Source: an optimization exercise on an open RTL-to-GDS flow (aim: small area and a short achievable clock period). Production flows keep margins and buffers that such runs may drop.
Only simulation tests tie the RTL to the original design; equivalence was not proved.

==> flow/design.v (outline; a module is shown in full before it is edited, if it fits) <==
// module mult: 7 lines
// module adder: 11 lines
// module adder22: 7 lines
// module mac1: 32 lines
// module acc_ctrl: 28 lines
// module acc: 26 lines
// module dist_mem_gen_0: 522 lines
// module addrConv: 12 lines
// module dataConv: 12 lines
// module saturationLogic: 17 lines
// module sigmoid: 15 lines
// module act10: 1044 lines
// module mac_acc_sigmoid: 3278 lines
// module fa3: 4 lines
// module ha2: 4 lines
module mac_acc_sigmoid(
  input clk2,
  input rst2,
  input [127:0] pixelsIn,
  input [127:0] weightsIn,
  input [7:0] b,
  output [7:0] dout);
  // ...
==> flow/run.sh <==
#!/bin/bash
# synth_recipe.tcl (not shown) runs the flow's synth.tcl, then flattens the netlist and writes it again
# the make line also repeats each setting of config.mk as NAME=value (left out here)
make -C /OpenROAD-flow-scripts/flow DESIGN_CONFIG=/design/flow/config.mk WORK_HOME=/design/flow/orfs CLKGATE_MAP_FILE= SYNTH_SCRIPT=/design/flow/synth_recipe.tcl finish
==> flow/config.mk <==
export PLATFORM = sky130hd
export DESIGN_NAME = mac_acc_sigmoid
export DESIGN_NICKNAME = mac_acc_sigmoid
export VERILOG_FILES = /design/flow/design.v
export SDC_FILE = /design/flow/constraint.sdc
export NUM_CORES = 4
export LEC_CHECK = 0
export ABC_CLOCK_PERIOD_IN_PS = 7000
export CAP_MARGIN = 20
export CORE_MARGIN = 2
export CORE_UTILIZATION = 40
export SETUP_SLACK_MARGIN = 4
export SLEW_MARGIN = 20
export SYNTH_HIERARCHICAL = 1
==> flow/constraint.sdc <==
create_clock -name core_clock -period 11.5 [get_ports {clk2}]
set_input_delay 2.3000 -clock core_clock [delete_from_list [all_inputs] [get_ports {clk2}]]
set_output_delay 2.3000 -clock core_clock [all_outputs]
set_load 0.01 [all_outputs]
==> results.sh, run 1 <==
export IMPL_status="finished clean"
export IMPL_met3WireLength_mm=14.20
export IMPL_tightest_slew_ns=0.6699
export IMPL_antenna_found_initial=4
export IMPL_ys_warn_count=8
export IMPL_clk_share=0.004428
export IMPL_rrSetupSlack_ns=4.62
export IMPL_crit_path_start_kind="input port"
export IMPL_regMostFlops="dreg"
export IMPL_grt_busiest_layer="met2"
export IMPL_drc=0
export IMPL_cts_hold_fix_buffers=0
export IMPL_whs_path_depth=1
export IMPL_dp_cells=4011
export IMPL_die_w_um=281.5
export IMPL_drt_total_wl_mm=147.9
export IMPL_sh_seq_area=0.03175
export IMPL_nNonClkInverters=62
export IMPL_syn_cell_area_um2=30790
export IMPL_hold_class="flop to flop"
export IMPL_timing_rr_start="ph[0]$_SDFF_PP0_"
export IMPL_dieArea_um2=79220
==> run 2: changes to the inputs <==
--- a/flow/config.mk
+++ b/flow/config.mk
@@ -9,6 +9,6 @@
 export CAP_MARGIN = 20
 export CORE_MARGIN = 2
 export CORE_UTILIZATION = 40
-export SETUP_SLACK_MARGIN = 4
+export SETUP_SLACK_MARGIN = 5
 export SLEW_MARGIN = 20
 export SYNTH_HIERARCHICAL = 1
==> run 2 against run 1 <==
Critical path type unchanged. Setup slack gained 0.0059 ns. Largest cell class unchanged. Register-to-register slack worse by 0.02 ns. Via count increased by 3.6%.
==> results.sh, run 2 <==
export IMPL_setup_viol=0
export IMPL_drt_total_wl_mm=153.4
export IMPL_fin_nets=4474
export IMPL_path_max_fanout=7
export IMPL_hold_class="flop to flop"
export IMPL_drc=0
export IMPL_overflow=0
export IMPL_critPathKind="input port to flop"
export IMPL_slew_headroom=0.4957
export IMPL_vias=25290
export IMPL_cts_tree="done"
export IMPL_crit_path_end_kind="flop"
export IMPL_cts_root_buffer="clkbuf_16"
export IMPL_slew_viol_final=0
export IMPL_viasPerCell=6.091
export IMPL_ant_nets=0
export IMPL_pin_count=274
export IMPL_dp_cells=4012
export IMPL_ys_warn_count=8
export IMPL_final_util=0.5132
export IMPL_stdcell_count=4152
export IMPL_gp_congestion=1.005
export IMPL_layout_common_cells="740 x nand2_1, 621 x fa_1, 429 x fa_2"
export IMPL_cts_buffer_depth=2
export IMPL_tightest_slew_ns=0.7557
export IMPL_timing_rr_start="ph[0]$_SDFF_PP0_"
export IMPL_hp_start="ph[0]$_SDFF_PP0_"
export IMPL_cts_sinks=55
export IMPL_syn_cell_area_um2=30790
export IMPL_setup_slack_ns=4.002
export IMPL_cts_made_buffers=5
export IMPL_grt_pass1_wl_mm=211.7
export IMPL_antenna_found_initial=8
export IMPL_regMostFlops="dreg"
export IMPL_syn_inst=2830
export IMPL_core_rowCount=101
export IMPL_fmax_mhz=133.4
export IMPL_cts_max_level=2
export IMPL_whs_ns=0.4574
export IMPL_tns_ns=0
export IMPL_crit_required_ns=11.71
export IMPL_grt_max_degree=52
export IMPL_syn_area_per_cell_um2=10.88
export IMPL_clkLatencyLatePin_ns=0.35
export IMPL_hold_violations=0
export IMPL_portBuffers=273
export IMPL_design_area_um2=39040
export IMPL_reg_top3="dreg (8), ph (2)"
export IMPL_rsz0062_at_grt="true"
export IMPL_core_area_um2=76080
export IMPL_start_util=0.4048
export IMPL_largest_reg_flops=8
export IMPL_grt_pass1_vias=27870
export IMPL_drive_gt1_frac=0.3649
export IMPL_final_common_cell="nand2_1"
export IMPL_wl_per_cell_um=36.95
export IMPL_fin_crit_ns=7.498
export IMPL_crit_path_start_kind="input port"
export IMPL_die_w_um=281.5
export IMPL_syn_to_final_growth_pct=26.78
export IMPL_dr_pass1_iters=7
export IMPL_place_ws_ns=2.635
export IMPL_dp_final_hpwl_mm=129.0
export IMPL_cap_viol_max_count=0
export IMPL_period_share=0.6520
export IMPL_placed_area_um2=34930
export IMPL_critical_path_startpoint="pixelsIn[54]"
export IMPL_grt_total_usage=0.3931
export IMPL_fin_skew_ns=0.01930
export IMPL_cp_arrival_ns=7.71
export IMPL_clk_pin_slew_ns=0.10
export IMPL_dieArea_um2=79220
export IMPL_die_h_um=281.5
export IMPL_drt_iter0_drc=2712
export IMPL_status="finished clean"
run 2: cell type report:
cell class	count	area, um2
clock inverter	2	16.27
multi-input combinational	2583	31230
tap	1030	1289
antenna	1	2.502
clock buffer	6	128.9
inverter	62	255.2
sequential	55	1115
timing repair buffer	413	5005
fill	6833	37030
run 2: per-layer routing:
metal / vias up / global-route usage / part of all wire
met4: 2 / 0.2248 / 0.077
met1: 13630 / 0.5128 / 0.37
met5: - / 0 / 0.000072
li1: 9345 / - / -
met2: 1838 / 0.6187 / 0.46
met3: 480 / 0.07400 / 0.094
run 2: what timing repair did:
action	CTS	global route
pin swaps	216	162
cloned	5	4
buffers inserted	75	47
hold buffers	0	0
resized for setup	2293	238
setup endpoints to repair	40	35
run 2: final timing paths:
| path | end | slack (ns) | depth (start not counted) |
|---|---|---|---|
| worst max register to register | acc1_12$_DFF_P_ | 4.60 | 15 |
| worst min register to register | ph[0]$_SDFF_PP0_ | 0.46 | 1 |
| worst min-delay path | ph[0]$_SDFF_PP0_ | 0.46 | 1 |
| worst max-delay path | acc1_11$_DFF_P_ | 4.00 | 13 |
run 2: worst max-delay path, cell delays in order:
cell     delay, ns
buf_12        0.11
nand2_4       0.05
fa_1          0.52
fa_2          0.56
fa_2          0.44
fa_2          0.54
fa_2          0.44
fa_2          0.38
fa_2          0.56
fa_2          0.45
fa_2          0.36
fa_2          0.55
fa_2          0.43
==> run 3: changes to the inputs <==
--- a/flow/config.mk
+++ b/flow/config.mk
@@ -5,10 +5,10 @@
 export SDC_FILE = /design/flow/constraint.sdc
 export NUM_CORES = 4
 export LEC_CHECK = 0
-export ABC_CLOCK_PERIOD_IN_PS = 7000
+export ABC_AREA = 1
 export CAP_MARGIN = 20
 export CORE_MARGIN = 2
 export CORE_UTILIZATION = 40
-export SETUP_SLACK_MARGIN = 5
+export SETUP_SLACK_MARGIN = 4
 export SLEW_MARGIN = 20
 export SYNTH_HIERARCHICAL = 1
==> run 3 against run 2 <==
Still clean on timing, DRC and antenna. Area after synthesis increased by 2.9%. Utilization shrank 7.1 points. Cell area is 11% lower. Non-clock buffer count decreased by 127. Clock skew increased by 0.0033 ns. Wire length is 11% lower. First-iteration DRC count grew 5.5%. Final cell count rose by 8.5%. Maximum frequency shrank 0.32%. Register-to-register slack worse by 0.37 ns. Critical path type unchanged. Largest cell class unchanged. Highest routed layer unchanged.
==> results.sh, run 3 <==
export IMPL_final_util=0.4420
export IMPL_fin_skew_ns=0.02265
export IMPL_wl_per_cell_um=30.28
export IMPL_pin_count=274
export IMPL_dp_final_hpwl_mm=122.3
export IMPL_drt_iter0_drc=2860
export IMPL_tightest_slew_ns=0.7477
export IMPL_cts_max_level=2
export IMPL_syn_inst=3399
export IMPL_fillerInstances=7792
export IMPL_start_util=0.4025
export IMPL_reg2reg_to="acc1_13$_DFF_P_"
export IMPL_layout_common_cells="1294 x nand2_1, 941 x fa_1, 350 x inv_1"
export IMPL_rrSetupSlack_ns=4.23
export IMPL_clk_pin_slew_ns=0.09
export IMPL_dieArea_um2=81510
export IMPL_grt_total_usage=0.3458
export IMPL_status="finished clean"
export IMPL_drc=0
export IMPL_crit_required_ns=11.70
export IMPL_fin_crit_ns=7.522
export IMPL_ff2ff_path_depth=16
export IMPL_cts_root_buffer="clkbuf_16"
export IMPL_die_h_um=285.5
export IMPL_antenna_found_initial=15
export IMPL_cts_made_buffers=5
export IMPL_final_common_cell="nand2_1"
export IMPL_setup_viol=0
export IMPL_fmax_mhz=132.9
export IMPL_timing_rr_start="ph[0]$_SDFF_PP0_"
export IMPL_drt_total_wl_mm=136.4
export IMPL_regMostFlops="dreg"
export IMPL_slew_headroom=0.4962
export IMPL_largest_reg_flops=8
export IMPL_slew_viol_final=0
export IMPL_syn_cell_area_um2=31700
export IMPL_cap_viol_max_count=0
export IMPL_grt_max_degree=42
export IMPL_hp_start="ph[0]$_SDFF_PP0_"
export IMPL_hold_path_endpoint="ph[0]$_SDFF_PP0_"
export IMPL_portBuffers=273
export IMPL_cts_buffer_depth=2
export IMPL_ant_nets=0
export IMPL_die_w_um=285.5
export IMPL_tns_ns=0
export IMPL_hold_class="flop to flop"
export IMPL_clkLatencyLatePin_ns=0.34
export IMPL_ys_warn_count=8
export IMPL_cp_arrival_ns=7.72
export IMPL_grt_pass1_wl_mm=196.7
export IMPL_viasPerCell=5.573
export IMPL_syn_to_final_growth_pct=9.798
export IMPL_fin_nets=4792
export IMPL_reg_top3="dreg (8), ph (2)"
export IMPL_overflow=0
export IMPL_drive_gt1_frac=0.1338
export IMPL_vias=25100
export IMPL_cts_sinks=55
export IMPL_cts_tree="done"
export IMPL_dr_pass1_iters=5
export IMPL_crit_path_end_kind="flop"
export IMPL_critPathKind="input port to flop"
export IMPL_whs_path_depth=1
export IMPL_crit_path_start_kind="input port"
export IMPL_period_share=0.6541
export IMPL_core_rowCount=103
export IMPL_gp_congestion=1.072
export IMPL_rsz0062_at_grt="true"
export IMPL_core_area_um2=78740
export IMPL_path_max_fanout=8
export IMPL_syn_area_per_cell_um2=9.325
export IMPL_grt_pass1_vias=27670
export IMPL_hold_violations=0
[run 3: cell types whose count changed in the layout (fill, tap and decap cells not counted), moves of 34 or more]
cell,previous run,this run
nand2_2,81,20
nand2_1,740,1294
buf_12,74,0
buf_8,65,1
buf_6,102,43
fa_2,429,109
fa_1,621,941
nor2_1,35,73
buf_2,14,55
and2_1,225,2
nand3_1,8,58
inv_1,49,350
clkbuf_4,11,45
[run 3: how the worst max path moves through the flow]
stage / from / to / slack [ns] / depth (start not counted)
finish: pixelsIn[8] / acc1_10$_DFF_P_ / 3.98 / 13
detailed placement: weightsIn[92] / acc1_12$_DFF_P_ / 2.81 / 13
floorplan: weightsIn[60] / acc1_11$_DFF_P_ / 3.91 / 13
global placement: weightsIn[92] / acc1_12$_DFF_P_ / 2.82 / 13
CTS: pixelsIn[32] / acc1_11$_DFF_P_ / 3.98 / 13
global route: pixelsIn[20] / acc1_10$_DFF_P_ / 3.92 / 13
[run 3: repair_timing]
| action | CTS | global route |
|---|---|---|
| resized for setup | 1419 | 179 |
| hold buffers | 0 | 0 |
| gates cloned | 0 | 1 |
| pin swaps | 30 | 28 |
| setup endpoints to repair | 31 | 21 |
| buffers inserted | 4 | 1 |
[run 3: layout make-up]
type                            count  area (um2)  share of cell area
Timing Repair Buffer              286        2260             0.06493
Timing Repair inverter              1       5.005           0.0001438
Antenna cell                       14       35.03            0.001007
Tap cell                         1050        1314             0.03775
Clock inverter                      3       25.02           0.0007191
Clock buffer                        5       125.1            0.003595
Sequential cell                    55        1101             0.03164
Inverter                          366        1381             0.03969
Multi-Input combinational cell   2723       28550              0.8205
[run 3: worst max-delay path, cell delays in order]
cell	delay [ns]
buf_2	0.23
nand2_1	0.11
fa_1	0.42
fa_2	0.54
fa_2	0.42
fa_2	0.48
fa_1	0.39
fa_2	0.54
fa_1	0.46
fa_1	0.49
fa_2	0.36
fa_1	0.51
fa_1	0.46
[run 3: routing by layer]
| metal | part of all wire | global-route usage | vias to the layer above |
|---|---|---|---|
| met1 | 0.38 | 0.4674 | 13000 |
| met2 | 0.43 | 0.5085 | 1866 |
| met4 | 0.067 | 0.1848 | 2 |
| met5 | 0.000059 | 0 | - |
| met3 | 0.12 | 0.09593 | 325 |
| li1 | - | - | 9903 |
[run 3: stage by stage]
stage          std cells  setup slack (ns)  cell area, um2  hold WS [ns]
2_1_floorplan       3424             3.908           32100        0.4154
3_3_place_gp        4475             2.822           34860        0.4253
3_5_place_dp        4475             2.809           34860        0.4349
4_1_cts             4487             3.980           34470        0.4540
5_1_grt             4503             3.922           34800        0.4933
6_report            4503             3.978           34800        0.4532

port drivers added, routing unchanged:
In the flow no input, the clock included, has a driving cell. The finished layouts below were timed again as built, in two steps.
Step 1, drivers: a clkbuf_16 drives clk2 and a buf_2 each remaining input, both assumed.
Step 2 moves the port delays by t, midway between the first and last clock arrival at a register: inputs arrive t later, outputs are due t later. That takes back most of the time a late clock gives input paths.
Slacks: no drivers / after step 1 / after step 2; pairs: no drivers / after step 1.
run | t, ns | setup slack, ns | worst register clock-pin slew, ns
run 1 | 0.403 | 3.996 / 3.954 / 3.551 | 0.10 / 0.10
run 2 | 0.397 | 4.002 / 3.977 / 3.581 | 0.10 / 0.10
run 3 | 0.384 | 3.978 / 3.944 / 3.560 | 0.11 / 0.11
After both steps every run listed still meets setup and hold. The setup slack of run 1, which loses most, moves by -0.042 ns with the drivers and by -0.445 ns with both steps.
